From an optimization exercise on the open Yosys and OpenROAD flow, aimed at small area and a short achievable clock period; shortcuts taken in it are not production practice. Only simulation tests tie the RTL to the original design; equivalence was not proved. Power and IR drop assume default switching activity.

==> design/flow/design.v <==
`timescale 1ns / 1ps
module EC(
input H0,L0,EC_prev,H1,  
output EC_out,EC_next 
    );
wire w;  
assign w = ~(H0 | L0);
assign EC_next = (w & EC_prev);
assign EC_out = (EC_next & H1);
endmodule
`timescale 1ns / 1ps
module TBC(
input X0,X1,Y0,Y1,  
output H,L  
    );
assign H = ((X0) & (!Y1)) | (X1 & (!Y1)) | (X1 & (!Y0));
assign L = (!X1) & Y1;
endmodule
`timescale 1ns / 1ps
module mux8bit(
input sel,
input [7:0]I1,I0,
output [7:0]Y
    );
assign Y = sel ? I1 : I0;
endmodule
`timescale 1ns / 1ps
module TDS(
input [7:0]P0,P1,P2,
output [7:0]Min,Med,Max
    );
wire [20:0]w;
wire [5:0]EC_next;
wire [8:0]EC_out;
wire [2:0]mux_sel;
wire [7:0]Temp_max,Temp_min_1,Temp_min_2;
TBC TBC_1_MSB_67(.X0(P0[6]),.X1(P0[7]),.Y0(P1[6]),.Y1(P1[7]),.H(w[0]),.L(w[1]));
TBC TBC_1_BITS45(.X0(P0[4]),.X1(P0[5]),.Y0(P1[4]),.Y1(P1[5]),.H(w[2]),.L(w[3]));
TBC TBC_1_BITS23(.X0(P0[2]),.X1(P0[3]),.Y0(P1[2]),.Y1(P1[3]),.H(w[4]),.L(w[5]));
TBC TBC_1_LSB_01(.X0(P0[0]),.X1(P0[1]),.Y0(P1[0]),.Y1(P1[1]),.H(w[6]),.L());
EC EC_1_MSB_45(.H0(w[0]),.L0(w[1]),.EC_prev(1'b1),.H1(w[2]),.EC_next(EC_next[0]),.EC_out(EC_out[0]));
EC EC_1_BITS23(.H0(w[2]),.L0(w[3]),.EC_prev(EC_next[0]),.H1(w[4]),.EC_next(EC_next[1]),.EC_out(EC_out[1]));
EC EC_1_LSB_01(.H0(w[4]),.L0(w[5]),.EC_prev(EC_next[1]),.H1(w[6]),.EC_next(),.EC_out(EC_out[2]));
assign mux_sel[0] = EC_out[0] | EC_out[1] | EC_out[2] | w[0];  
mux8bit m_1_min(.sel(mux_sel[0]),.I1(P1),.I0(P0),.Y(Temp_min_1));
mux8bit m_1_max(.sel(mux_sel[0]),.I1(P0),.I0(P1),.Y(Temp_max));
TBC TBC_2_MSB_67(.X0(Temp_max[6]),.X1(Temp_max[7]),.Y0(P2[6]),.Y1(P2[7]),.H(w[7]),.L(w[8]));
TBC TBC_2_BITS45(.X0(Temp_max[4]),.X1(Temp_max[5]),.Y0(P2[4]),.Y1(P2[5]),.H(w[9]),.L(w[10]));
TBC TBC_2_BITS23(.X0(Temp_max[2]),.X1(Temp_max[3]),.Y0(P2[2]),.Y1(P2[3]),.H(w[11]),.L(w[12]));
TBC TBC_2_LSB_01(.X0(Temp_max[0]),.X1(Temp_max[1]),.Y0(P2[0]),.Y1(P2[1]),.H(w[13]),.L());
EC EC_2_MSB_45(.H0(w[7]),.L0(w[8]),.EC_prev(1'b1),.H1(w[9]),.EC_next(EC_next[2]),.EC_out(EC_out[3]));
EC EC_2_BITS23(.H0(w[9]),.L0(w[10]),.EC_prev(EC_next[2]),.H1(w[11]),.EC_next(EC_next[3]),.EC_out(EC_out[4]));
EC EC_2_LSB_01(.H0(w[11]),.L0(w[12]),.EC_prev(EC_next[3]),.H1(w[13]),.EC_next(),.EC_out(EC_out[5]));
assign mux_sel[1] = EC_out[3] | EC_out[4] | EC_out[5] | w[7];
mux8bit m_2_min(.sel(mux_sel[1]),.I1(P2),.I0(Temp_max),.Y(Temp_min_2));
mux8bit m_2_max(.sel(mux_sel[1]),.I1(Temp_max),.I0(P2),.Y(Max));  
TBC TBC_3_MSB_67(.X0(Temp_min_1[6]),.X1(Temp_min_1[7]),.Y0(Temp_min_2[6]),.Y1(Temp_min_2[7]),.H(w[14]),.L(w[15]));
TBC TBC_3_BITS45(.X0(Temp_min_1[4]),.X1(Temp_min_1[5]),.Y0(Temp_min_2[4]),.Y1(Temp_min_2[5]),.H(w[16]),.L(w[17]));
TBC TBC_3_BITS23(.X0(Temp_min_1[2]),.X1(Temp_min_1[3]),.Y0(Temp_min_2[2]),.Y1(Temp_min_2[3]),.H(w[18]),.L(w[19]));
TBC TBC_3_LSB_01(.X0(Temp_min_1[0]),.X1(Temp_min_1[1]),.Y0(Temp_min_2[0]),.Y1(Temp_min_2[1]),.H(w[20]),.L());
EC EC_3_MSB_45(.H0(w[14]),.L0(w[15]),.EC_prev(1'b1),.H1(w[16]),.EC_next(EC_next[4]),.EC_out(EC_out[6]));
EC EC_3_BITS23(.H0(w[16]),.L0(w[17]),.EC_prev(EC_next[4]),.H1(w[18]),.EC_next(EC_next[5]),.EC_out(EC_out[7]));
EC EC_3_LSB_01(.H0(w[18]),.L0(w[19]),.EC_prev(EC_next[5]),.H1(w[20]),.EC_next(),.EC_out(EC_out[8]));
assign mux_sel[2] = EC_out[6] | EC_out[7] | EC_out[8] | w[14];
mux8bit m_3_min(.sel(mux_sel[2]),.I1(Temp_min_2),.I0(Temp_min_1),.Y(Min));  
mux8bit m_3_max(.sel(mux_sel[2]),.I1(Temp_min_1),.I0(Temp_min_2),.Y(Med));  
endmodule
`timescale 1ns / 1ps
module inexact_filter
# (parameter COUNT = 256)  
(input [7:0] Pixel_in,
input  clk,
output [7:0] Median
);
    function cmp;
        input [7:0] X, Y;
        reg [3:0] H, L;
        integer i;
        begin
            for (i = 0; i < 4; i = i + 1) begin
                H[i] = (X[2*i] & ~Y[2*i+1]) | (X[2*i+1] & ~Y[2*i+1]) | (X[2*i+1] & ~Y[2*i]);
                L[i] = ~X[2*i+1] & Y[2*i+1];
            end
            cmp = H[3] | (~(H[3] | L[3]) & H[2])
                       | (~(H[3] | L[3]) & ~(H[2] | L[2]) & H[1])
                       | (~(H[3] | L[3]) & ~(H[2] | L[2]) & ~(H[1] | L[1]) & H[0]);
        end
    endfunction
    function [2:0] tmin;
        input c01, c02, c12, c10;
        tmin = { c01 & c02 & c12 | ~c01 & c12 & c02,
                 c01 & c02 & ~c12 | c01 & ~c02 & ~c10,
                 c01 & ~c02 & c10 | ~c01 & c12 & ~c02 | ~c01 & ~c12 };
    endfunction
    function [2:0] tmed;
        input c01, c02, c12, c10;
        tmed = { c01 & c02 & ~c12 | ~c01 & c12 & ~c02,
                 c01 & c02 & c12 | c01 & ~c02 & c10 | ~c01 & ~c12,
                 c01 & ~c02 & ~c10 | ~c01 & c12 & c02 };
    endfunction
    function [2:0] tmax;
        input c01, c02, c12, c10;
        tmax = { c01 & ~c02 | ~c01 & ~c12,
                 ~c01 & c12,
                 c01 & c02 };
    endfunction
    localparam T1_ = 0, Tx_ = 1, M1_ = 2, M2_ = 3, D1_ = 4, D2_ = 5, N1_ = 6, N2_ = 7;
    function kk;
        input [7:0] u, w;
        input [63:0] k;
        integer i, j;
        begin
            kk = 1'b0;
            for (i = 0; i < 8; i = i + 1)
                for (j = 0; j < 8; j = j + 1)
                    if (i != j) kk = kk | (u[i] & w[j] & k[8*i+j]);
        end
    endfunction
    function kx;
        input [7:0] u, c;
        kx = |(u & c);
    endfunction
    function [7:0] val;
        input [7:0] u;
        input [63:0] v;
        integer i;
        begin
            val = 8'd0;
            for (i = 0; i < 8; i = i + 1)
                val = val | ({8{u[i]}} & v[8*i +: 8]);
        end
    endfunction
    function [7:0] pick;
        input [2:0] s;
        input [7:0] p0, p1, p2;
        pick = ({8{s[0]}} & p0) | ({8{s[1]}} & p1) | ({8{s[2]}} & p2);
    endfunction
    reg [7:0] lb [0:2*COUNT-2];
    integer li;
    always @(posedge clk) begin
        lb[0] <= Pixel_in;
        for (li = 1; li < 2*COUNT-1; li = li + 1)
            lb[li] <= lb[li-1];
    end
    reg [7:0] T1, Tx, M1, M2, D1, D2, N1, N2;
    reg [63:0] k;
    reg [7:0] MedA_r, MedB_r;
    wire [7:0] X = Pixel_in;
    wire [63:0] vk = {N2, N1, D2, D1, M2, M1, Tx, T1};
    localparam [7:0] ET1 = 8'd1, ETx = 8'd2, EM1 = 8'd4, EM2 = 8'd8,
                     ED1 = 8'd16, ED2 = 8'd32, EN1 = 8'd64, EN2 = 8'd128;
    wire [7:0] xg, gx;   
    genvar gi;
    generate
        for (gi = 0; gi < 8; gi = gi + 1) begin : gxc
            assign xg[gi] = cmp(X, vk[8*gi +: 8]);
            assign gx[gi] = cmp(vk[8*gi +: 8], X);
        end
    endgenerate
    wire p = gx[Tx_];          
    wire q = gx[T1_];          
    wire r = k[8*T1_+Tx_];     
    wire [7:0] md0 = r ? ET1 : ETx;    
    wire [7:0] mn0 = r ? ETx : ET1;    
    wire [7:0] aK  = pick(tmin(k[8*Tx_+M1_], k[8*Tx_+M2_], k[8*M1_+M2_], k[8*M1_+Tx_]), ETx, EM1, EM2);
    wire [7:0] bK1 = pick(tmed(k[8*T1_+D1_], k[8*T1_+D2_], k[8*D1_+D2_], k[8*D1_+T1_]), ET1, ED1, ED2);
    wire [7:0] cK1 = pick(tmax(k[8*T1_+N1_], k[8*T1_+N2_], k[8*N1_+N2_], k[8*N1_+T1_]), ET1, EN1, EN2);
    wire [7:0] bK0 = pick(tmed(kk(md0, ED1, k), kk(md0, ED2, k), k[8*D1_+D2_], kk(ED1, md0, k)), md0, ED1, ED2);
    wire [7:0] cK0 = pick(tmax(kk(mn0, EN1, k), kk(mn0, EN2, k), k[8*N1_+N2_], kk(EN1, mn0, k)), mn0, EN1, EN2);
    wire [2:0] aX = tmin(xg[M1_], xg[M2_], k[8*M1_+M2_], gx[M1_]);
    wire [2:0] bX = tmed(xg[D1_], xg[D2_], k[8*D1_+D2_], gx[D1_]);
    wire [2:0] cX = tmax(xg[N1_], xg[N2_], k[8*N1_+N2_], gx[N1_]);
    wire [7:0] VaK  = val(aK, vk);
    wire [7:0] VbK0 = val(bK0, vk);
    wire [7:0] VcK0 = val(cK0, vk);
    wire [7:0] VbK1 = val(bK1, vk);
    wire [7:0] VcK1 = val(cK1, vk);
    wire xbK0 = cmp(X, VbK0), bK0x = cmp(VbK0, X), xcK0 = cmp(X, VcK0);
    wire aKx  = cmp(VaK, X),  xaK  = cmp(X, VaK);
    wire bK1x = cmp(VbK1, X), xcK1 = cmp(X, VcK1);
    wire [2:0] f0X  = tmed(xbK0, xcK0, kk(bK0, cK0, k), bK0x);
    wire [2:0] f0M1 = tmed(kk(EM1, bK0, k), kk(EM1, cK0, k), kk(bK0, cK0, k), kk(bK0, EM1, k));
    wire [2:0] f0M2 = tmed(kk(EM2, bK0, k), kk(EM2, cK0, k), kk(bK0, cK0, k), kk(bK0, EM2, k));
    wire [2:0] f1X  = tmed(kk(aK, bK1, k), aKx, bK1x, kk(bK1, aK, k));
    wire [2:0] f1N1 = tmed(kk(aK, bK1, k), kk(aK, EN1, k), kk(bK1, EN1, k), kk(bK1, aK, k));
    wire [2:0] f1N2 = tmed(kk(aK, bK1, k), kk(aK, EN2, k), kk(bK1, EN2, k), kk(bK1, aK, k));
    wire [2:0] f2X  = tmed(aKx, kk(aK, cK1, k), xcK1, xaK);
    wire [2:0] f2D1 = tmed(kk(aK, ED1, k), kk(aK, cK1, k), kk(ED1, cK1, k), kk(ED1, aK, k));
    wire [2:0] f2D2 = tmed(kk(aK, ED2, k), kk(aK, cK1, k), kk(ED2, cK1, k), kk(ED2, aK, k));
    wire [7:0] R0M1 = val(pick(f0M1, EM1, bK0, cK0), vk);
    wire [7:0] R0M2 = val(pick(f0M2, EM2, bK0, cK0), vk);
    wire [7:0] R1N1 = val(pick(f1N1, aK, bK1, EN1), vk);
    wire [7:0] R1N2 = val(pick(f1N2, aK, bK1, EN2), vk);
    wire [7:0] R2D1 = val(pick(f2D1, aK, ED1, cK1), vk);
    wire [7:0] R2D2 = val(pick(f2D2, aK, ED2, cK1), vk);
    wire c0 = ~p, c1 = p & q, c2 = p & ~q;
    wire sbK0  = c0 & aX[0] & f0X[1];
    wire scK0  = c0 & aX[0] & f0X[2];
    wire sR0M1 = c0 & aX[1];
    wire sR0M2 = c0 & aX[2];
    wire saK   = c1 & cX[0] & f1X[0] | c2 & bX[0] & f2X[0];
    wire sbK1  = c1 & cX[0] & f1X[1];
    wire sR1N1 = c1 & cX[1];
    wire sR1N2 = c1 & cX[2];
    wire scK1  = c2 & bX[0] & f2X[2];
    wire sR2D1 = c2 & bX[1];
    wire sR2D2 = c2 & bX[2];
    wire sX0  = c0 & aX[0] & f0X[0];
    wire sX12 = c1 & cX[0] & f1X[2] | c2 & bX[0] & f2X[1];
    wire [7:0] medA = {8{sX0}} & X | {8{sbK0}} & VbK0 | {8{scK0}} & VcK0
                    | {8{sR0M1}} & R0M1 | {8{sR0M2}} & R0M2
                    | {8{sR1N1}} & R1N1 | {8{sR1N2}} & R1N2;
    wire [7:0] medB = {8{sX12}} & X | {8{saK}} & VaK | {8{sbK1}} & VbK1
                    | {8{scK1}} & VcK1 | {8{sR2D1}} & R2D1 | {8{sR2D2}} & R2D2;
    wire [7:0] A = lb[2*COUNT-2];
    wire [7:0] B = lb[COUNT-2];
    wire       s0 = cmp(A, B);
    wire [7:0] T1n = s0 ? B : A;
    wire [7:0] Txn = s0 ? A : B;
    wire [2:0] cmx = p ? 3'b100 : 3'b001;
    wire [2:0] cmd = p ? (q ? 3'b010 : 3'b001) : (r ? 3'b010 : 3'b100);
    wire [2:0] cmn = p ? (q ? 3'b001 : 3'b010) : (r ? 3'b100 : 3'b010);
    wire [63:0] vn = {Txn, T1n, N1, D1, M1, Tx, T1, X};
    wire [63:0] cn;
    genvar ga, gb;
    generate
        for (ga = 0; ga < 8; ga = ga + 1) begin : gna
            for (gb = 0; gb < 8; gb = gb + 1) begin : gnb
                if (ga == gb) begin : gd
                    assign cn[8*ga+gb] = 1'b0;
                end else if (ga == 0 && gb <= 5) begin : gxa
                    assign cn[8*ga+gb] = xg[gb == 1 ? T1_ : gb == 2 ? Tx_ : gb == 3 ? M1_ : gb == 4 ? D1_ : N1_];
                end else if (gb == 0 && ga <= 5) begin : gxb
                    assign cn[8*ga+gb] = gx[ga == 1 ? T1_ : ga == 2 ? Tx_ : ga == 3 ? M1_ : ga == 4 ? D1_ : N1_];
                end else if (ga >= 1 && ga <= 5 && gb >= 1 && gb <= 5) begin : gkk
                    localparam integer KA = ga == 1 ? T1_ : ga == 2 ? Tx_ : ga == 3 ? M1_ : ga == 4 ? D1_ : N1_;
                    localparam integer KB = gb == 1 ? T1_ : gb == 2 ? Tx_ : gb == 3 ? M1_ : gb == 4 ? D1_ : N1_;
                    assign cn[8*ga+gb] = k[8*KA+KB];
                end else begin : gnew
                    assign cn[8*ga+gb] = cmp(vn[8*ga +: 8], vn[8*gb +: 8]);
                end
            end
        end
    endgenerate
    wire [7:0] nsel [0:7];
    assign nsel[T1_] = 8'b0100_0000;
    assign nsel[Tx_] = 8'b1000_0000;
    assign nsel[M1_] = {5'd0, cmx};
    assign nsel[M2_] = 8'b0000_1000;
    assign nsel[D1_] = {5'd0, cmd};
    assign nsel[D2_] = 8'b0001_0000;
    assign nsel[N1_] = {5'd0, cmn};
    assign nsel[N2_] = 8'b0010_0000;
    function nc;
        input [7:0] u, w;
        input [63:0] c;
        integer i, j;
        begin
            nc = 1'b0;
            for (i = 0; i < 8; i = i + 1)
                for (j = 0; j < 8; j = j + 1)
                    if (i != j) nc = nc | (u[i] & w[j] & c[8*i+j]);
        end
    endfunction
    wire [63:0] kn;
    genvar gu, gw;
    generate
        for (gu = 0; gu < 8; gu = gu + 1) begin : gku
            for (gw = 0; gw < 8; gw = gw + 1) begin : gkw
                if (gu == gw) begin : gd
                    assign kn[8*gu+gw] = 1'b0;
                end else begin : gc
                    assign kn[8*gu+gw] = nc(nsel[gu], nsel[gw], cn);
                end
            end
        end
    endgenerate
    always @(posedge clk) begin
        T1 <= T1n;
        Tx <= Txn;
        M1 <= p ? Tx : X;
        D1 <= p ? (q ? T1 : X) : (r ? T1 : Tx);
        N1 <= p ? (q ? X : T1) : (r ? Tx : T1);
        M2 <= M1;
        D2 <= D1;
        N2 <= N1;
        k  <= kn;
        MedA_r <= medA;
        MedB_r <= medB;
    end
    assign Median = MedA_r | MedB_r;
endmodule
==> design/flow/flow/run.sh <==
#!/bin/bash
# Layout flow: the standard synthesis, then the combinational logic of the
# synthesized netlist is re-mapped by ABC for delay (the flip-flops are kept as
# they are: same instances, names and cells), then the standard layout
# (floorplan to final) with a larger setup margin for ORFS's timing repair.
# The SDC is the design's, unchanged. Each tool's output goes to a log here.
set -euo pipefail
MARGIN=${MARGIN:-7.5}
ABCSCRIPT=$(cat flow/abc.script)
RES=orfs/results/${FLOW_PLATFORM:-sky130hd}/inexact_filter/base
LIB=$FLOW_HOME/platforms/sky130hd/lib/sky130_fd_sc_hd__tt_025C_1v80.lib
YOSYS=$FLOW_HOME/../tools/install/yosys/bin/yosys
[[ -x $YOSYS ]] || YOSYS=yosys

bash standard.sh SETUP_SLACK_MARGIN=$MARGIN synth > 1_standard_synth.log 2>&1
cp $RES/1_2_yosys.v 1_2_yosys_standard.v

# cells the re-mapping may not use: the platform's don't-use cells, delay
# cells, and slow wide gates
DU=$(grep -o 'cell ("sky130_fd_sc_hd__[a-z0-9_]*")' $LIB | sed 's/cell ("//; s/")//' \
     | grep -E "__(probe|lpflow|clkdly|dlygate|dlymetal|einv|ebuf|or3|or4|nor4|and4|a2111|o2111|a222|a311|o311|a41|o41|a32|o32)" \
     | sed 's/^/-dont_use /' | tr '\n' ' ')
FLOPS=$(grep -o 'sky130_fd_sc_hd__df[a-z0-9_]*' 1_2_yosys_standard.v | sort -u | tr '\n' ' ')
cat > remap.ys <<EOS
read_liberty -ignore_miss_func $LIB
blackbox $FLOPS
read_verilog 1_2_yosys_standard.v
hierarchy -top $FLOW_TOP
flatten
opt_clean
abc -script +$ABCSCRIPT -liberty $LIB $DU -D 100
opt_clean -purge
stat -liberty $LIB
write_verilog -noattr -noexpr 1_2_yosys_remap.v
EOS
$YOSYS -s remap.ys > 2_remap_yosys.log 2>&1
cp 1_2_yosys_remap.v $RES/1_2_yosys.v

bash standard.sh SETUP_SLACK_MARGIN=$MARGIN finish > 3_standard_layout.log 2>&1
==> design/flow/flow/abc.script <==
strash;dc2;dch,-f;map,-D,100;buffer,-c;upsize,-c;dnsize,-c
==> design/flow/standard.sh <==
#!/bin/bash
# synth_recipe.tcl (not shown) runs the flow's synth.tcl, then flattens the netlist and writes it again
# the make line also repeats each setting of config.mk as NAME=value (left out here)
make -C /OpenROAD-flow-scripts/flow DESIGN_CONFIG=/design/flow/config.mk WORK_HOME=/design/flow/orfs CLKGATE_MAP_FILE= SYNTH_SCRIPT=/design/flow/synth_recipe.tcl "${@:-finish}"
==> design/flow/config.mk <==
export PLATFORM = sky130hd
export DESIGN_NAME = inexact_filter
export DESIGN_NICKNAME = inexact_filter
export VERILOG_FILES = /design/flow/design.v
export SDC_FILE = /design/flow/constraint.sdc
export NUM_CORES = 4
export LEC_CHECK = 0
export ABC_CLOCK_PERIOD_IN_PS = 2000
export CAP_MARGIN = 20
export CORE_MARGIN = 2
export CORE_UTILIZATION = 40
export CTS_CLUSTER_DIAMETER = 100
export CTS_CLUSTER_SIZE = 32
export SETUP_SLACK_MARGIN = 5
export SLEW_MARGIN = 20
==> design/flow/constraint.sdc <==
create_clock -name core_clock -period 11.0 [get_ports {clk}]
set_input_delay 2.2000 -clock core_clock [delete_from_list [all_inputs] [get_ports {clk}]]
set_output_delay 2.2000 -clock core_clock [all_outputs]
set_load 0.01 [all_outputs]
==> results of run 1 <==
==> stage by stage <==
stage	std cells	hold slack, ns
3_5_place_dp	8914	0.312
5_1_grt	9252	0.276
4_1_cts	9234	0.266
2_1_floorplan	5844	0.310
6_report	9257	0.271
3_3_place_gp	8914	0.310
==> worst max-delay path, stage by stage <==
cell and delay (ns):
buf_12 0.10, buf_16 0.15, buf_12 0.15, o21bai_1 0.12, o211ai_1 0.13, nand2_1 0.14
nand2_2 0.13, o211ai_4 0.16, nor3b_4 0.36, nand4_1 0.24, a31oi_2 0.27, a21oi_4 0.09
buf_12 0.15, o221a_1 0.25, nand3_1 0.08
==> power breakdown <==
part | leakage [nW] | total, mW | switching, mW | internal (mW)
clock | 2.22 | 7.09 | 4.31 | 2.77
sequential | 34.1 | 15.4 | 0.0870 | 15.4
combinational | 4.95 | 0.985 | 0.680 | 0.305
==> layout make-up <==
cell class | instances | area (um2)
Sequential cell | 4209 | 84300
Inverter | 190 | 800
Timing Repair inverter | 1 | 8.76
Clock buffer | 160 | 4000
Clock inverter | 28 | 598
Fill cell | 20300 | 127000
Tap cell | 3043 | 3810
Multi-Input combinational cell | 1411 | 9080
Antenna cell | 6 | 15.0
Timing Repair Buffer | 209 | 2270
==> metal layers <==
layer	up-vias	share of wire	routed length, um	global-route usage
met4	0	0.039	7740	0.0591
met2	778	0.42	82900	0.250
li1	19500	-	-	-
met3	327	0.043	8450	0.0265
met5	-	0	0	0
met1	19400	0.50	97600	0.241
==> worst min path at each step <==
stage	start	endpoint	slack [ns]
2_1_floorplan	lb[99][0]$_DFF_P_	lb[100][0]$_DFF_P_	0.31
5_1_grt	lb[485][1]$_DFF_P_	lb[486][1]$_DFF_P_	0.28
3_3_place_gp	lb[403][0]$_DFF_P_	lb[404][0]$_DFF_P_	0.31
3_5_place_dp	lb[99][0]$_DFF_P_	lb[100][0]$_DFF_P_	0.31
4_1_cts	lb[485][1]$_DFF_P_	lb[486][1]$_DFF_P_	0.27
6_report	lb[485][1]$_DFF_P_	lb[486][1]$_DFF_P_	0.27
==> timing repair <==
action                     in CTS  in global routing
pin swaps                      73                 36
setup endpoints to repair      78                 68
setup buffers                 118                 17
cloned                         14                  0
gates resized for setup       330                 66
==> results_dict.tcl, run 1 <==
set metrics [dict create \
    crit_arrival_ns 4.76 \
    drtIter0Drc 2378 \
    max_freq_ghz 0.248 \
    dpl.hpwl_um 129000 \
    hp-class "reg2reg" \
    cts-root-buf "clkbuf_16" \
    setup-tns-final_ns 0 \
    finalMaxSlewViolations 0 \
    end_kind "flip-flop" \
    fin_area_um2 105000 \
    fp-row-count 177 \
    cts_hold_buf 0 \
    grt-ovfl-total 0 \
    cp.required_ns 11.72 \
    clockBufferDepth 3 \
    netlist_area_um2 93200 \
    cp-start-kind "input port" \
    placed_area_um2 97400 \
    layout_common_cells "dfxtp_1, nand2_1, clkbuf_16, inv_1, buf_4" \
    crit_start "Pixel_in[1]" \
    synthesis.nets 5853 \
    critPathKind "in2reg" \
    yosysWarningCount 2 \
    gp_congestion 0.857 \
    synthCells 5844 \
    finalHoldViolCount 0 \
    grt_pass1_vias 39700 \
    wl_um 197000 \
    cts_tree "yes" \
    relSlewSlack 0.223 \
    rrSetupSlack_ns 7.08 \
    grt_pass1_wl_um 284000 \
    fin_crit_ns 4.04 \
    die_x_um 487 \
    run_status "complete, no violations" \
    largest_register "lb" \
    whs_path_depth 0 \
    gr-usage-all-layers 0.166 \
    fin_ws_ns 6.96 \
    final_util 0.452 \
    fp.coreArea_um2 232000 \
    cp_max_fo 8 \
    drc 0 \
    via_per_inst 4.32 \
    cts_buffers 158 \
    largest_register_ffs 4088 \
    rsz0062_at_grt "true" \
    finalSetupViolations 0 \
    min_period_over_period 0.367 \
    antenna_found_initial 21 \
    clkTransAtPathRegs_ns 0.11 \
    grt_max_degree 33 \
    fin_nets 6189 \
    dr.pass1.iters 5 \
    p_total_mw 23.5 \
    cts-htree-levels 4 \
    start_util 0.401 \
    fin_skew_ns 0.0985 \
    portBuffers 16 \
    dieArea_um2 237000 \
    syn_area_per_cell_um2 15.9 \
    ant_nets 0 \
    cellPowerDensity_nw_per_um2 224 \
    drv_cap 0 \
    vias 40000 \
    drive_gt1_frac 0.115 \
    crit_path_end "MedA_r[7]$_DFF_P_" \
    r2r-start "cn[10]$_DFF_P_" \
    final_common_cell "dfxtp_1" \
    cts_num_sinks 4209 \
    irDropWorstVdd_mv 0.169 \
    avgRoutedWirePerCell_um 21.3 \
    rr_endpoint "MedA_r[5]$_DFF_P_" \
    p_leak_nw 41.2 \
    layout-area-overhead-vs-synth_pct 12.6 \
    pin_count 17 \
    insertion_delay_ns 0.87 \
    worstMarginPinSlew_ns 1.16 \
    r2r_cells 15 \
    die_h_um 487 \
    place_ws_ns 5.03 \
]
==> run 2: changes to the inputs <==
--- a/design/flow/flow/run.sh
+++ b/design/flow/flow/run.sh
@@ -5,7 +5,7 @@
 # (floorplan to final) with a larger setup margin for ORFS's timing repair.
 # The SDC is the design's, unchanged. Each tool's output goes to a log here.
 set -euo pipefail
-MARGIN=${MARGIN:-7.5}
+MARGIN=${MARGIN:-8.5}
 ABCSCRIPT=$(cat flow/abc.script)
 RES=orfs/results/${FLOW_PLATFORM:-sky130hd}/inexact_filter/base
 LIB=$FLOW_HOME/platforms/sky130hd/lib/sky130_fd_sc_hd__tt_025C_1v80.lib
==> design/flow/flow/abc.script (replaced) <==
strash;dch;map,-D,100;buffer,-c;upsize,-c;dnsize,-c
==> run 2 against run 1 <==
  * Power is 0.99% lower
  * Worst setup slack better by 0.23 ns
  * Core utilization is 1.1 points higher
  * Clock power is 0.8% lower
  * Largest power group unchanged
  * Combinational power is 15% lower
  * Register-to-register slack better by 0.19 ns
  * Via count is 6.5% higher
  * Non-clock buffer count is 110 higher
  * Critical path type unchanged
==> results_dict.tcl, run 2 <==
set metrics [dict create \
    run_status "complete, no violations" \
    crit_arrival_ns 4.50 \
    netlist_area_um2 94200 \
    dieArea_um2 239000 \
    clkTransAtPathRegs_ns 0.10 \
    cp.required_ns 11.69 \
    end_kind "flip-flop" \
    fp.coreArea_um2 235000 \
    grt-ovfl-total 0 \
    clockBufferDepth 3 \
    grt_pass1_vias 41800 \
    drive_gt1_frac 0.160 \
    via_per_inst 4.42 \
    fin_skew_ns 0.0448 \
    synthesis.nets 6009 \
    drv_cap 0 \
    drtIter0Drc 2905 \
    avgRoutedWirePerCell_um 21.1 \
    register_area_um2 84300 \
    cp_max_fo 5 \
    insertion_delay_ns 0.83 \
    max_freq_ghz 0.262 \
    multi_input_area_um2 11500 \
    drc 0 \
    syn_area_per_cell_um2 15.7 \
    finalHoldViolCount 0 \
    fillers 20500 \
    cts_num_sinks 4209 \
    fp-row-count 178 \
    cp-start-kind "input port" \
    yosysWarningCount 2 \
    cts_buffers 160 \
    fin_crit_ns 3.81 \
    rsz0062_at_grt "true" \
    dpl.hpwl_um 131000 \
    max_stage_delay_ns 0.26 \
    critPathKind "in2reg" \
    cellPowerDensity_nw_per_um2 214 \
    wl_um 203000 \
    cp_slowest_cell "a21oi_2" \
    grt_pass1_wl_um 295000 \
    dr.pass1.iters 5 \
    start_util 0.401 \
    largest_register_ffs 4088 \
    crit_buf_inv 5 \
    irDropWorstVdd_mv 0.143 \
    p_leak_nw 42.4 \
    setup-tns-final_ns 0 \
    layout_common_cells "dfxtp_1, nand2_1, buf_4, nand3_1, clkbuf_16" \
    antenna_found_initial 7 \
    final_common_cell "dfxtp_1" \
    synthCells 6000 \
    cts-htree-levels 4 \
    layout-area-overhead-vs-synth_pct 15.3 \
    portBuffers 16 \
    hp-class "reg2reg" \
    vias 42600 \
    finalSetupViolations 0 \
    relSlewSlack 0.223 \
    grt_max_degree 33 \
    crit_chain "buf_12, buf_4, buf_16, nor2_4, o221ai_2, a21oi_2, nor2_4, nor3b_4, buf_6, buf_2, nand3_1, o211a_1, nand4_1, nor3_4, nand4_1" \
    worstMarginPinSlew_ns 1.16 \
    die_x_um 489 \
    gp_congestion 0.898 \
    die_h_um 489 \
    finalMaxSlewViolations 0 \
    cts-root-buf "clkbuf_16" \
    min_period_over_period 0.347 \
    largest_register "lb" \
    cts_tree "yes" \
    hold_ws_ns 0.317 \
    pin_count 17 \
    ant_nets 0 \
    fin_nets 6456 \
    gr-usage-all-layers 0.169 \
    crit_family "simple AND/OR/NAND/NOR gates" \
]
run 2: per-layer routing:
metal | vias to the layer above | global-route usage | routed length [um]
met5 | - | 0 | 19
met4 | 2 | 0.0650 | 9070
met3 | 425 | 0.0266 | 8660
li1 | 20400 | - | -
met2 | 901 | 0.254 | 85000
met1 | 20900 | 0.245 | 100000
run 2: path summary, 6_finish.rpt:
check                                   startpoint            endpoint  slack, ns  cells after the start
worst max-delay path                   Pixel_in[5]   MedA_r[2]$_DFF_P_       7.19                     15
worst min-delay path            lb[412][0]$_DFF_P_  lb[413][0]$_DFF_P_       0.32                      0
worst min register to register  lb[412][0]$_DFF_P_  lb[413][0]$_DFF_P_       0.32                      0
worst max register to register       D1[7]$_DFF_P_   MedB_r[1]$_DFF_P_       7.27                     13
run 2: repair_timing:
item / in CTS / in global routing
hold buffers: 0 / 0
pin swaps: 139 / 129
gates cloned: 19 / 1
endpoints found under the setup margin: 88 / 84
gates resized for setup: 589 / 214
buffers inserted: 172 / 75
run 2: worst reg2reg max path, cell delays in order, from the launching register on:
cell and delay, ns:
dfxtp_1 0.31, buf_4 0.23, clkinv_1 0.66, nor2_1 0.85, nor2_1 0.19, a31o_2 0.30
nand2_4 0.10, nand3_2 0.09, a21oi_4 0.16, buf_12 0.15, nand4_4 0.19, a31oi_4 0.22
o22ai_2 0.11, nand4_1 0.11
run 2: report_power, final:
part	switching [mW]	internal, mW	leakage, nW
Sequential	0.0781	15.3	34.1
Combinational	0.557	0.276	6.15
Clock	4.26	2.78	2.19
Total	4.89	18.4	42.4
run 2: cell type report:
type / instances / share of cell area
Timing Repair inverter: 1 / 0.0000806
Clock buffer: 166 / 0.0381
Tap cell: 3150 / 0.0363
Inverter: 184 / 0.00764
Clock inverter: 22 / 0.00333
Timing Repair Buffer: 319 / 0.0317
Antenna cell: 8 / 0.000184
Sequential cell: 4209 / 0.777
Multi-Input combinational cell: 1572 / 0.106
run 2: through the flow:
step	setup WS (ns)	util	instances	cell area, um2	power, mW
2_1_floorplan	7.16	-	6000	94400	16.0
3_3_place_gp	4.52	0.420	9168	98500	16.4
3_5_place_dp	4.63	0.420	9168	98500	16.4
4_1_cts	7.15	0.456	9547	107000	23.5
5_1_grt	7.16	0.463	9623	109000	24.1
6_report	7.19	0.463	9631	109000	23.3
==> run 3: changes to the inputs <==
--- a/design/flow/flow/run.sh
+++ b/design/flow/flow/run.sh
@@ -5,7 +5,7 @@
 # (floorplan to final) with a larger setup margin for ORFS's timing repair.
 # The SDC is the design's, unchanged. Each tool's output goes to a log here.
 set -euo pipefail
-MARGIN=${MARGIN:-8.5}
+MARGIN=${MARGIN:-7.5}
 ABCSCRIPT=$(cat flow/abc.script)
 RES=orfs/results/${FLOW_PLATFORM:-sky130hd}/inexact_filter/base
 LIB=$FLOW_HOME/platforms/sky130hd/lib/sky130_fd_sc_hd__tt_025C_1v80.lib
==> run 3 against run 2 <==
  * Largest power group unchanged
  * Still clean on timing, DRC and antenna
  * Worst hold slack got worse by 0.013 ns
  * Global-route usage is 0.072 points lower
  * First-iteration DRC count grew 1.5%
  * Critical path type unchanged
  * Maximum frequency is 1.9% lower
  * Combinational power down 2.9%
  * Flip-flop and latch count did not move
  * Wire length fell by 0.63%
  * Sequential power hardly changed
  * Count of clock-buffer cells in the layout is 7 lower
  * Non-clock buffer count is 77 lower
  * Power fell by 0.12%
==> results_dict.tcl, run 3 <==
set metrics [dict create \
    fin_nets 6371 \
    grt_pass1_wl_um 293000 \
    dr.pass1.iters 6 \
    finalHoldViolCount 0 \
    layout-area-overhead-vs-synth_pct 13.3 \
    grt_max_degree 37 \
    p_sw_frac 0.212 \
    pwr-share-clk 0.302 \
    start_util 0.401 \
    whs_path_depth 0 \
    fin_crit_ns 3.89 \
    r2r-start "k[55]$_DFF_P_" \
    finalSetupViolations 0 \
    crit_buf_inv 6 \
    synthesis.nets 6009 \
    p_total_mw 23.3 \
    clkTransAtPathRegs_ns 0.11 \
    p_int_mw 18.3 \
    worstMarginPinSlew_ns 1.22 \
    relSlewSlack 0.183 \
    crit_arrival_ns 4.56 \
    cellPowerDensity_nw_per_um2 218 \
    synthCells 6000 \
    cts_tree "yes" \
    crit_family "simple AND/OR/NAND/NOR gates" \
    vias 42200 \
    cp-start-kind "input port" \
    grt_pass1_vias 41300 \
    cts-htree-levels 4 \
    cts-root-buf "clkbuf_16" \
    syn_area_per_cell_um2 15.7 \
    netlist_area_um2 94200 \
    min_to "lb[282][0]$_DFF_P_" \
    rsz0062_at_grt "true" \
    hp-class "reg2reg" \
    cts_hold_buf 0 \
    clockBufferDepth 3 \
    antenna_found_initial 12 \
    largest_register_ffs 4088 \
    fp.coreArea_um2 235000 \
    power_switching_mw 4.93 \
    fin_skew_ns 0.0611 \
    insertion_delay_ns 0.85 \
    die_x_um 489 \
    grt-ovfl-total 0 \
    dieArea_um2 239000 \
    yosysWarningCount 2 \
    irDropWorstVdd_mv 0.180 \
    gp_congestion 0.896 \
    cts_buffers 158 \
    end_kind "flip-flop" \
    drive_gt1_frac 0.124 \
    power_frac_comb 0.035 \
    die_h_um 489 \
    drv_cap 0 \
    worst-path-stages 17 \
    dpl.hpwl_um 132000 \
    largest_register "lb" \
    r2r_cells 11 \
    drc 0 \
    power_frac_seq 0.663 \
    critPathKind "in2reg" \
    path_common_cell "buf_12" \
    hp-start "lb[281][0]$_DFF_P_" \
    wl_um 202000 \
    finalMaxSlewViolations 0 \
    drtIter0Drc 2950 \
    fp-row-count 178 \
    portBuffers 16 \
    final_util 0.455 \
    max_freq_ghz 0.257 \
    run_status "complete, no violations" \
    p_leak_nw 41.6 \
    dp_cells 9172 \
    final_common_cell "dfxtp_1" \
    crit_chain "buf_12, buf_12, buf_12, and2_4, o22ai_4, nand2_4, a31oi_4, buf_6, nor3b_4, buf_6, buf_4, nand3_1, nand3_1, nor2_2, nand3_2, nor3_4, nand4_1" \
    gr-usage-all-layers 0.169 \
    min_period_over_period 0.353 \
    pin_count 17 \
    cp_max_fo 5 \
    via_per_inst 4.42 \
    cp_slowest_cell "a31oi_4" \
    cts_num_sinks 4209 \
    ant_nets 0 \
    rrSetupSlack_ns 7.18 \
    layout_common_cells "dfxtp_1, nand2_1, nand3_1, clkbuf_16, buf_4" \
    setup-tns-final_ns 0 \
    final_cells 9545 \
    avgRoutedWirePerCell_um 21.1 \
    fillers 20600 \
    max_stage_delay_ns 0.21 \
    cp.required_ns 11.67 \
    rr_endpoint "MedB_r[1]$_DFF_P_" \
]
-- run 3: worst register-to-register path, delay by kind of cell (launching register included) --
kind            cells  cell delay, ns
buf+inv             1            0.22
compound gates      4            1.22
simple gates        6            1.67
flops               1            0.62
-- run 3: stage by stage --
stage	hold WS (ns)	setup WS, ns	instance area (um2)
finish	0.304	7.11	107000
global route	0.308	7.07	107000
CTS	0.300	7.10	106000
detailed placement	0.312	4.45	98500
global placement	0.310	4.46	98500
floorplan	0.310	7.16	94300
-- run 3: worst max path at each step --
stage	start	to
after floorplan	Pixel_in[7]	MedB_r[5]$_DFF_P_
after global placement	Pixel_in[7]	MedA_r[2]$_DFF_P_
after CTS	MedB_r[3]$_DFF_P_	Median[3]
final	Pixel_in[3]	MedA_r[6]$_DFF_P_
after detailed placement	Pixel_in[7]	MedA_r[6]$_DFF_P_
after global routing	Pixel_in[3]	MedA_r[2]$_DFF_P_
-- run 3: repair_timing --
item,4_1_cts,5_1_grt
pin swaps,123,70
cloned,7,2
setup endpoints to repair,76,54
gates resized for setup,438,78
buffers inserted,135,36
-- run 3: cell type report --
| type | instances | area, um2 | share of cell area |
|---|---|---|---|
| clock inverters | 29 | 598 | 0.00560 |
| repair inverters | 1 | 8.76 | 0.0000821 |
| diodes | 5 | 12.5 | 0.000117 |
| multi-input cells | 1566 | 10500 | 0.0986 |
| inverters | 184 | 812 | 0.00761 |
| clock buffers | 159 | 3980 | 0.0373 |
| repair buffers | 242 | 2550 | 0.0239 |
| flip-flops and latches | 4209 | 84300 | 0.790 |
| well taps | 3150 | 3940 | 0.0369 |
-- run 3: routing by layer --
layer	wire, um	part of all wire	vias to the layer above	track usage
met5	0	0	-	0
met1	103000	0.51	20800	0.254
met3	8140	0.040	273	0.0256
met2	85100	0.42	900	0.251
li1	-	-	20200	-
met4	5280	0.026	0	0.0458
-- run 3: power groups by stage --
stage | Clock [mW] | Combinational, mW | Sequential, mW
3_3_place_gp | 0 | 0.649 | 15.8
5_1_grt | 7.86 | 0.835 | 15.4
2_1_floorplan | 0 | 0.304 | 15.7
6_report | 7.02 | 0.809 | 15.4
3_5_place_dp | 0 | 0.635 | 15.8
4_1_cts | 7.34 | 0.772 | 15.4
==> run 4: changes to the inputs <==
--- a/design/flow/design.v
+++ b/design/flow/design.v
@@ -160,13 +160,25 @@
     wire p = gx[Tx_];          
     wire q = gx[T1_];          
     wire r = k[8*T1_+Tx_];     
-    wire [7:0] md0 = r ? ET1 : ETx;    
-    wire [7:0] mn0 = r ? ETx : ET1;    
-    wire [7:0] aK  = pick(tmin(k[8*Tx_+M1_], k[8*Tx_+M2_], k[8*M1_+M2_], k[8*M1_+Tx_]), ETx, EM1, EM2);
-    wire [7:0] bK1 = pick(tmed(k[8*T1_+D1_], k[8*T1_+D2_], k[8*D1_+D2_], k[8*D1_+T1_]), ET1, ED1, ED2);
-    wire [7:0] cK1 = pick(tmax(k[8*T1_+N1_], k[8*T1_+N2_], k[8*N1_+N2_], k[8*N1_+T1_]), ET1, EN1, EN2);
-    wire [7:0] bK0 = pick(tmed(kk(md0, ED1, k), kk(md0, ED2, k), k[8*D1_+D2_], kk(ED1, md0, k)), md0, ED1, ED2);
-    wire [7:0] cK0 = pick(tmax(kk(mn0, EN1, k), kk(mn0, EN2, k), k[8*N1_+N2_], kk(EN1, mn0, k)), mn0, EN1, EN2);
+    function [39:0] stage2;
+        input [63:0] kv;
+        reg [7:0] md0, mn0;
+        begin
+            md0 = kv[8*T1_+Tx_] ? ET1 : ETx;    
+            mn0 = kv[8*T1_+Tx_] ? ETx : ET1;    
+            stage2[7:0]   = pick(tmin(kv[8*Tx_+M1_], kv[8*Tx_+M2_], kv[8*M1_+M2_], kv[8*M1_+Tx_]), ETx, EM1, EM2);
+            stage2[15:8]  = pick(tmed(kv[8*T1_+D1_], kv[8*T1_+D2_], kv[8*D1_+D2_], kv[8*D1_+T1_]), ET1, ED1, ED2);
+            stage2[23:16] = pick(tmax(kv[8*T1_+N1_], kv[8*T1_+N2_], kv[8*N1_+N2_], kv[8*N1_+T1_]), ET1, EN1, EN2);
+            stage2[31:24] = pick(tmed(kk(md0, ED1, kv), kk(md0, ED2, kv), kv[8*D1_+D2_], kk(ED1, md0, kv)), md0, ED1, ED2);
+            stage2[39:32] = pick(tmax(kk(mn0, EN1, kv), kk(mn0, EN2, kv), kv[8*N1_+N2_], kk(EN1, mn0, kv)), mn0, EN1, EN2);
+        end
+    endfunction
+    reg  [39:0] s2;
+    wire [7:0] aK  = s2[7:0];
+    wire [7:0] bK1 = s2[15:8];
+    wire [7:0] cK1 = s2[23:16];
+    wire [7:0] bK0 = s2[31:24];
+    wire [7:0] cK0 = s2[39:32];
     wire [2:0] aX = tmin(xg[M1_], xg[M2_], k[8*M1_+M2_], gx[M1_]);
     wire [2:0] bX = tmed(xg[D1_], xg[D2_], k[8*D1_+D2_], gx[D1_]);
     wire [2:0] cX = tmax(xg[N1_], xg[N2_], k[8*N1_+N2_], gx[N1_]);
@@ -285,6 +297,7 @@
         D2 <= D1;
         N2 <= N1;
         k  <= kn;
+        s2 <= stage2(kn);
         MedA_r <= medA;
         MedB_r <= medB;
     end
--- a/design/flow/flow/run.sh
+++ b/design/flow/flow/run.sh
@@ -6,7 +6,6 @@
 # The SDC is the design's, unchanged. Each tool's output goes to a log here.
 set -euo pipefail
 MARGIN=${MARGIN:-7.5}
-ABCSCRIPT=$(cat flow/abc.script)
 RES=orfs/results/${FLOW_PLATFORM:-sky130hd}/inexact_filter/base
 LIB=$FLOW_HOME/platforms/sky130hd/lib/sky130_fd_sc_hd__tt_025C_1v80.lib
 YOSYS=$FLOW_HOME/../tools/install/yosys/bin/yosys
@@ -21,6 +20,7 @@
      | grep -E "__(probe|lpflow|clkdly|dlygate|dlymetal|einv|ebuf|or3|or4|nor4|and4|a2111|o2111|a222|a311|o311|a41|o41|a32|o32)" \
      | sed 's/^/-dont_use /' | tr '\n' ' ')
 FLOPS=$(grep -o 'sky130_fd_sc_hd__df[a-z0-9_]*' 1_2_yosys_standard.v | sort -u | tr '\n' ' ')
+remap() {  # remap ABC_SCRIPT LOG
 cat > remap.ys <<EOS
 read_liberty -ignore_miss_func $LIB
 blackbox $FLOPS
@@ -28,12 +28,24 @@
 hierarchy -top $FLOW_TOP
 flatten
 opt_clean
-abc -script +$ABCSCRIPT -liberty $LIB $DU -D 100
+abc -script +$1 -liberty $LIB $DU -D 100
 opt_clean -purge
 stat -liberty $LIB
 write_verilog -noattr -noexpr 1_2_yosys_remap.v
 EOS
-$YOSYS -s remap.ys > 2_remap_yosys.log 2>&1
-cp 1_2_yosys_remap.v $RES/1_2_yosys.v
+$YOSYS -s remap.ys > $2 2>&1
+}
+# the ABC scripts to try, in order (flow/abc.script first); if none works the
+# standard netlist is kept
+mapfile -t SCRIPTS < <(cat flow/abc.script; echo; echo 'strash;dc2;dch,-f;map,-D,100;topo;buffer,-c;upsize,-c;dnsize,-c'; echo 'strash;dch;map,-D,100')
+i=0
+for sc in "${SCRIPTS[@]}"; do
+  [[ -n $sc ]] || continue
+  i=$((i+1))
+  if remap "$sc" 2_remap_yosys_$i.log; then
+    cp 1_2_yosys_remap.v $RES/1_2_yosys.v
+    break
+  fi
+done
 
 bash standard.sh SETUP_SLACK_MARGIN=$MARGIN finish > 3_standard_layout.log 2>&1
==> design/flow/flow/abc.script (replaced) <==
strash;dch;map,-D,100;topo;buffer,-c;upsize,-c;dnsize,-c
==> run 4 against run 3 <==
  * Maximum frequency grew 3.7%
  * Non-clock buffer count shrank 19
  * Die area shrank 1.1%
  * Power grew 1.0%
  * Sequential power is essentially flat
  * Clock skew shrank 0.0011 ns
  * Design area shrank 1.3%
  * Combinational power grew 6.9%
  * Synthesized cell count shrank 3.5%
  * First-iteration DRC count shrank 7.4%
  * Via count shrank 5.5%
  * Critical endpoint is now Median[7]
  * Largest power group unchanged
==> results_dict.tcl, run 4 <==
set metrics [dict create \
    max_stage_delay_ns 0.38 \
    dr.pass1.iters 5 \
    drv_cap 0 \
    cellPowerDensity_nw_per_um2 223 \
    layout_common_cells "dfxtp_1, nand2_1, clkbuf_16, buf_4, inv_1" \
    ant_nets 0 \
    portBuffers 16 \
    cts_buffers 161 \
    hp-start "lb[1][4]$_DFF_P_" \
    worstMarginPinSlew_ns 1.09 \
    synthesis.nets 5798 \
    register_area_um2 84600 \
    drtIter0Drc 2732 \
    min_to "lb[2][4]$_DFF_P_" \
    die_h_um 486 \
    final_util 0.454 \
    gr-usage-all-layers 0.154 \
    max_freq_ghz 0.267 \
    cts-root-buf "clkbuf_16" \
    drc 0 \
    layout-area-overhead-vs-synth_pct 13.1 \
    irDropWorstVdd_mv 0.165 \
    r2r_cells 13 \
    final_common_cell "dfxtp_1" \
    crit_buf_inv 1 \
    finalHoldViolCount 0 \
    p_total_mw 23.5 \
    largest_register_ffs 4088 \
    grt-ovfl-total 0 \
    avgRoutedWirePerCell_um 19.9 \
    fin_skew_ns 0.0600 \
    dieArea_um2 237000 \
    rr_endpoint "s2[28]$_DFF_P_" \
    fin_crit_ns 3.75 \
    fp-row-count 177 \
    cts-htree-levels 4 \
    synthCells 5789 \
    end_kind "output pin" \
    hp-class "reg2reg" \
    yosysWarningCount 2 \
    grt_pass1_wl_um 270000 \
    relSlewSlack 0.270 \
    whs_path_depth 0 \
    antenna_found_initial 6 \
    largest_register "lb" \
    multi_input_area_um2 9070 \
    critPathKind "reg2out" \
    cts_tree "yes" \
    fp.coreArea_um2 232000 \
    fin_nets 6156 \
    cp_slowest_cell "dfxtp_4" \
    run_status "complete, no violations" \
    pin_count 17 \
    hold_ws_ns 0.292 \
    clockBufferDepth 3 \
    via_per_inst 4.32 \
    start_util 0.401 \
    setup-tns-final_ns 0 \
    r2r-start "lb[510][3]$_DFF_P_" \
    crit_arrival_ns 1.55 \
    grt_pass1_vias 39400 \
    finalSetupViolations 0 \
    syn_area_per_cell_um2 16.1 \
    clkTransAtPathRegs_ns 0.11 \
    cp_max_fo 1 \
    cp.required_ns 8.80 \
    rsz0062_at_grt "true" \
    p_leak_nw 41.0 \
    rrSetupSlack_ns 7.55 \
    die_x_um 486 \
    grt_max_degree 46 \
    gp_congestion 0.868 \
    crit_chain "or2_4, buf_6" \
    dpl.hpwl_um 115000 \
    vias 39900 \
    min_period_over_period 0.341 \
    wl_um 184000 \
    drive_gt1_frac 0.120 \
    crit_family "flip-flops" \
    insertion_delay_ns 0.84 \
    netlist_area_um2 93100 \
    cp-start-kind "flip-flop" \
    finalMaxSlewViolations 0 \
    cts_num_sinks 4225 \
    fillers 20100 \
]
[run 4: what timing repair did]
action	CTS	global route
pin swaps	47	87
buffers inserted	82	73
hold buffers	0	0
endpoints found under the setup margin	98	43
gates resized for setup	279	154
cloned	4	4
[run 4: cell type report]
type | count | area share
diodes | 2 | 0.0000475
clock buffers | 163 | 0.0385
clock inverters | 32 | 0.00549
inverters | 200 | 0.00853
multi-input cells | 1335 | 0.0862
flip-flops and latches | 4225 | 0.804
well taps | 3043 | 0.0361
repair buffers | 223 | 0.0215
repair inverters | 1 | 0.000107
[run 4: metrics by stage]
step / std cells / instance area, um2 / setup slack, ns
detailed placement: 8864 / 97600 / 4.92
global route: 9223 / 105000 / 7.17
floorplan: 5789 / 93500 / 7.33
global placement: 8864 / 97600 / 4.87
finish: 9224 / 105000 / 7.25
CTS: 9145 / 104000 / 7.16
[run 4: worst max-delay path by stage]
stage	cells past startpoint	start	end	slack [ns]
detailed placement	11	Pixel_in[4]	MedB_r[3]$_DFF_P_	4.92
finish	2	MedB_r[7]$_DFF_P_	Median[7]	7.25
global route	2	MedB_r[1]$_DFF_P_	Median[1]	7.17
CTS	2	MedB_r[7]$_DFF_P_	Median[7]	7.16
floorplan	11	Pixel_in[3]	MedB_r[0]$_DFF_P_	7.33
global placement	11	Pixel_in[4]	MedB_r[3]$_DFF_P_	4.87
[run 4: power breakdown]
part	total (mW)	switching (mW)	leakage, nW	internal [mW]
logic	0.865	0.573	4.52	0.292
clock network	7.10	4.34	2.24	2.77
registers	15.5	0.117	34.2	15.4
[run 4: per-layer routing]
metal,wire length [um],part of all wire,GRT usage,vias up
met3,8670,0.047,0.0297,275
met4,5580,0.030,0.0486,2
li1,-,-,-,19400
met1,94700,0.52,0.233,19400
met5,13,0.000071,0,-
met2,74800,0.41,0.221,753
==> run 5: changes to the inputs <==
--- a/design/flow/config.mk
+++ b/design/flow/config.mk
@@ -9,7 +9,7 @@
 export CAP_MARGIN = 20
 export CORE_MARGIN = 2
 export CORE_UTILIZATION = 40
-export CTS_CLUSTER_DIAMETER = 100
-export CTS_CLUSTER_SIZE = 32
+export CTS_CLUSTER_DIAMETER = 80
+export CTS_CLUSTER_SIZE = 36
 export SETUP_SLACK_MARGIN = 5
 export SLEW_MARGIN = 20
==> run 5 against run 4 <==
  * Still clean
  * Count of clock-buffer cells in the layout unchanged
  * Worst hold slack got worse by 0.0031 ns
  * Via count about the same
  * Design area about the same
  * Non-clock buffer count decreased by 11
  * First-iteration DRC count increased by 0.62%
  * Clock skew increased by 0.0042 ns
  * Synthesized area unchanged
  * Worst setup slack got worse by 0.037 ns
  * Critical endpoint is now Median[5]
==> results_dict.tcl, run 5 <==
set metrics [dict create \
    run_status "complete, no violations" \
    place_ws_ns 4.92 \
    insertion_delay_ns 0.84 \
    largest_register "lb" \
    layout_common_cells "dfxtp_1, nand2_1, inv_1, clkbuf_16, buf_4" \
    crit_chain "or2_4, buf_6" \
    finalSetupViolations 0 \
    grt_pass1_wl_um 269000 \
    cts-root-buf "clkbuf_16" \
    critPathKind "reg2out" \
    final_common_cell "dfxtp_1" \
    synthCells 5789 \
    antenna_found_initial 8 \
    die_x_um 486 \
    cp.required_ns 8.80 \
    relSlewSlack 0.312 \
    placed_area_um2 97600 \
    min_period_over_period 0.344 \
    dpl.hpwl_um 115000 \
    max_stage_delay_ns 0.38 \
    netlist_area_um2 93100 \
    dr.pass1.iters 5 \
    drtIter0Drc 2749 \
    gp_congestion 0.868 \
    fin_crit_ns 3.78 \
    die_h_um 486 \
    cts_buffers 156 \
    clkTransAtPathRegs_ns 0.10 \
    cts-htree-levels 4 \
    fin_nets 6138 \
    gr-usage-all-layers 0.154 \
    fin_ws_ns 7.22 \
    hp-class "reg2reg" \
    avgRoutedWirePerCell_um 19.9 \
    ant_nets 0 \
    cellPowerDensity_nw_per_um2 224 \
    grt-ovfl-total 0 \
    worstMarginPinSlew_ns 1.02 \
    dieArea_um2 237000 \
    clockBufferDepth 3 \
    drv_cap 0 \
    final_cells 9226 \
    syn_area_per_cell_um2 16.1 \
    fin_skew_ns 0.0643 \
    final_util 0.454 \
    p_total_mw 23.6 \
    finalHoldViolCount 0 \
    grt_pass1_vias 39200 \
    drive_gt1_frac 0.119 \
    cp-start-kind "flip-flop" \
    crit_buf_inv 1 \
    crit_arrival_ns 1.58 \
    irDropWorstVdd_mv 0.135 \
    cp_max_fo 1 \
    crit_family "flip-flops" \
    pin_count 17 \
    start_util 0.401 \
    hold_ws_ns 0.289 \
    layout-area-overhead-vs-synth_pct 13.1 \
    yosysWarningCount 2 \
    fp-row-count 177 \
    end_kind "output pin" \
    finalMaxSlewViolations 0 \
    drc 0 \
    cp_slowest_cell "dfxtp_4" \
    grt_max_degree 46 \
    vias 39800 \
    dp_cells 8864 \
    setup-tns-final_ns 0 \
    fp.coreArea_um2 232000 \
    cts_tree "yes" \
    wl_um 184000 \
    largest_register_ffs 4088 \
    cts_num_sinks 4225 \
    rsz0062_at_grt "true" \
    p_leak_nw 40.9 \
    portBuffers 16 \
    fin_area_um2 105000 \
    via_per_inst 4.32 \
    synthesis.nets 5798 \
    max_freq_ghz 0.264 \
]
## run 5: worst paths after layout
check | depth (start not counted) | slack (ns) | end | start
setup reg to reg | 12 | 7.46 | MedA_r[5]$_DFF_P_ | s2[2]$_DFF_P_
setup / recovery | 2 | 7.22 | Median[5] | MedB_r[5]$_DFF_P_
hold / removal | 0 | 0.29 | lb[11][3]$_DFF_P_ | lb[10][3]$_DFF_P_
hold reg to reg | 0 | 0.29 | lb[11][3]$_DFF_P_ | lb[10][3]$_DFF_P_
## run 5: power by group
group / leakage (nW) / total, mW / internal (mW) / switching (mW)
logic: 4.44 / 0.858 / 0.290 / 0.567
clock network: 2.29 / 7.20 / 2.77 / 4.43
registers: 34.2 / 15.5 / 15.4 / 0.119
total: 40.9 / 23.6 / 18.5 / 5.12
## run 5: final cells by class
class	count	area, um2
antenna	3	7.51
clock buffer	163	3970
clock inverter	46	803
fill	20100	127000
inverter	200	891
multi-input combinational	1333	9060
sequential	4225	84600
tap	3043	3810
timing repair buffer	212	2170
timing repair inverter	1	11.3
## run 5: metal layers
metal / vias to the layer above / share of wire / track usage / routed length, um
met5: - / 0.000071 / 0 / 13
met4: 2 / 0.029 / 0.0467 / 5340
met3: 270 / 0.045 / 0.0290 / 8350
met2: 717 / 0.41 / 0.221 / 74800
met1: 19500 / 0.52 / 0.233 / 95200
li1: 19400 / - / - / -
## run 5: timing repair
item | CTS | global route
gates cloned | 4 | 3
pin swaps | 57 | 77
endpoints found under the setup margin | 98 | 43
hold buffers | 0 | 0
hold endpoints to repair | 0 | 0
gates resized for setup | 276 | 156
setup buffers | 87 | 56
==> run 6: changes to the inputs <==
==> design/flow/flow/abc.script (replaced) <==
strash;dch;map,-D,100;topo;buffer,-c
--- a/design/flow/config.mk
+++ b/design/flow/config.mk
@@ -9,7 +9,7 @@
 export CAP_MARGIN = 20
 export CORE_MARGIN = 2
 export CORE_UTILIZATION = 40
-export CTS_CLUSTER_DIAMETER = 80
-export CTS_CLUSTER_SIZE = 36
+export CTS_CLUSTER_DIAMETER = 100
+export CTS_CLUSTER_SIZE = 32
 export SETUP_SLACK_MARGIN = 5
 export SLEW_MARGIN = 20
==> run 6 against run 5 <==
  * Still clean
  * Synthesized cell count unchanged
  * Global-route usage shrank 0.078 points
  * Combinational power is essentially flat
  * Critical path depth unchanged
  * Die area about the same
  * Synthesized area hardly changed
  * Register-to-register slack better by 0.04 ns
  * Worst hold slack better by 0.022 ns
  * Count of clock-buffer cells in the layout is 3 lower
  * Clock skew fell by 0.021 ns
  * Highest routed layer is now met4
==> results_dict.tcl, run 6 <==
set metrics [dict create \
    run_status "complete, no violations" \
    rrSetupSlack_ns 7.50 \
    layout_common_cells "dfxtp_1, nand2_1, inv_1, clkbuf_16, buf_4" \
    cts_num_sinks 4225 \
    finalSetupViolations 0 \
    crit_path_end "Median[0]" \
    cellPowerDensity_nw_per_um2 223 \
    via_per_inst 4.36 \
    crit_arrival_ns 1.57 \
    synthCells 5789 \
    power_switching_mw 4.96 \
    cts_buffers 159 \
    drive_gt1_frac 0.116 \
    finalHoldViolCount 0 \
    grt-ovfl-total 0 \
    drtIter0Drc 2524 \
    cts_hold_buf 0 \
    netlist_area_um2 93100 \
    die_h_um 486 \
    rsz0062_at_grt "true" \
    rr_endpoint "MedB_r[3]$_DFF_P_" \
    cp_max_fo 1 \
    r2r_cells 11 \
    dieArea_um2 237000 \
    pwr-share-clk 0.301 \
    pin_count 17 \
    portBuffers 16 \
    avgRoutedWirePerCell_um 19.7 \
    dpl.hpwl_um 116000 \
    fp-row-count 177 \
    cts-root-buf "clkbuf_16" \
    grt_pass1_wl_um 268000 \
    gr-usage-all-layers 0.153 \
    cp-start-kind "flip-flop" \
    relSlewSlack 0.228 \
    yosysWarningCount 2 \
    drv_cap 0 \
    drc 0 \
    wl_um 181000 \
    cp.required_ns 8.80 \
    p_sw_frac 0.212 \
    largest_register "lb" \
    largest_register_ffs 4088 \
    vias 40200 \
    cts-htree-levels 4 \
    finalMaxSlewViolations 0 \
    fin_nets 6135 \
    start_util 0.401 \
    clockBufferDepth 3 \
    final_cells 9202 \
    dr.pass1.iters 5 \
    hp-class "reg2reg" \
    fin_skew_ns 0.0434 \
    critPathKind "reg2out" \
    crit_start "MedB_r[0]$_DFF_P_" \
    setup-tns-final_ns 0 \
    antenna_found_initial 10 \
    irDropWorstVdd_mv 0.140 \
    fin_crit_ns 3.77 \
    synthesis.nets 5798 \
    end_kind "output pin" \
    fp.coreArea_um2 232000 \
    p_int_mw 18.5 \
    p_leak_nw 40.8 \
    r2r-start "T1[4]$_DFF_P_" \
    die_x_um 486 \
    insertion_delay_ns 0.84 \
    min_period_over_period 0.343 \
    power_frac_seq 0.663 \
    worstMarginPinSlew_ns 1.16 \
    cts_tree "yes" \
    clkTransAtPathRegs_ns 0.11 \
    max_freq_ghz 0.265 \
    grt_pass1_vias 39300 \
    final_common_cell "dfxtp_1" \
    power_frac_comb 0.037 \
    grt_max_degree 46 \
    syn_area_per_cell_um2 16.1 \
    ant_nets 0 \
    layout-area-overhead-vs-synth_pct 13.0 \
    dp_cells 8868 \
    gp_congestion 0.862 \
]
==> run 6: worst max-delay path, cell delays in order, from the launching register on <==
cell and delay, ns:
dfxtp_4 0.38, or2_4 0.25, buf_6 0.12
==> run 6: what timing repair did <==
item | CTS | global route
pin swaps | 78 | 76
cloned | 5 | 1
gates resized for setup | 348 | 172
setup buffers | 91 | 43
endpoints found under the setup margin | 99 | 50
==> run 6: worst min path at each step <==
stage                             startpoint                  to  slack, ns  cells after the start
after CTS                   lb[3][5]$_DFF_P_    lb[4][5]$_DFF_P_       0.31                      0
final                       lb[3][5]$_DFF_P_    lb[4][5]$_DFF_P_       0.31                      0
after global routing        lb[3][5]$_DFF_P_    lb[4][5]$_DFF_P_       0.31                      0
after detailed placement  lb[103][1]$_DFF_P_  lb[104][1]$_DFF_P_       0.31                      0
after global placement    lb[152][5]$_DFF_P_  lb[153][5]$_DFF_P_       0.31                      0
after floorplan            lb[99][0]$_DFF_P_  lb[100][0]$_DFF_P_       0.31                      0
==> run 6: per-stage QoR <==
stage | total power [mW] | worst slack, ns | hold WS (ns) | util | area (um2)
global route | 24.3 | 7.15 | 0.309 | 0.453 | 105000
floorplan | 16.1 | 7.28 | 0.310 | - | 93500
CTS | 23.7 | 7.13 | 0.307 | 0.448 | 104000
detailed placement | 16.5 | 5.03 | 0.312 | 0.420 | 97400
finish | 23.4 | 7.23 | 0.311 | 0.453 | 105000
global placement | 16.6 | 5.15 | 0.310 | 0.420 | 97400
==> run 6: layout make-up <==
class,count,area [um2]
diodes,4,10.0
fillers,20300,127000
multi-input cells,1332,9180
clock inverters,30,548
flip-flops and latches,4225,84600
well taps,3043,3810
repair buffers,207,2140
clock buffers,160,3990
repair inverters,1,11.3
inverters,200,888
==> run 6: power by group through the flow <==
stage / Sequential, mW / Combinational [mW] / Clock, mW
finish: 15.5 / 0.861 / 7.04
global route: 15.5 / 0.899 / 7.89
CTS: 15.5 / 0.786 / 7.36
detailed placement: 15.9 / 0.674 / 0
global placement: 15.9 / 0.697 / 0
floorplan: 15.8 / 0.351 / 0
==> run 6: layer usage <==
metal | global-route usage | wire length, um | part of all wire
met1 | 0.232 | 93500 | 0.52
met2 | 0.220 | 73700 | 0.41
met4 | 0.0492 | 5990 | 0.033
met3 | 0.0269 | 8200 | 0.045
met5 | 0 | 0 | 0

[what the ideal ports hide]
The flow's constraints put no driver on any port. The routed layouts listed below were extracted and timed again, unchanged, in two steps.
Step 1 assumes that a clkbuf_16 drives the clock port and a buf_2 every other input.
Step 2 moves the port delays by t, midway between the first and last clock arrival at a register: inputs arrive t later, outputs are due t later. That takes back most of the time a late clock gives input paths.
a / b / c = ideal ports / drivers / drivers and shift; a / b = the first two.
run	t, ns	setup WS [ns]	worst hold slack (ns)	worst setup path at the end	clock arrival spread, ns
run 1	0.896	6.960 / 6.982 / 6.086	0.271 / 0.271 / 0.271	input to register	0.099 / 0.099
run 2	0.891	7.188 / 7.161 / 6.320	0.317 / 0.317 / 0.317	input to register	0.048 / 0.048
run 3	0.896	7.114 / 7.096 / 6.251	0.304 / 0.304 / 0.304	input to register	0.066 / 0.066
run 4	0.895	7.253 / 7.172 / 6.462	0.292 / 0.292 / 0.292	input to register	0.065 / 0.065
run 5	0.891	7.216 / 7.136 / 6.456	0.289 / 0.289 / 0.289	input to register	0.079 / 0.079
run 6	0.903	7.231 / 7.149 / 6.566	0.311 / 0.311 / 0.311	input to register	0.051 / 0.051
After both steps every run listed still meets setup and hold. The setup slack of run 1, which loses most, moves by +0.022 ns with the drivers and by -0.874 ns with both steps.
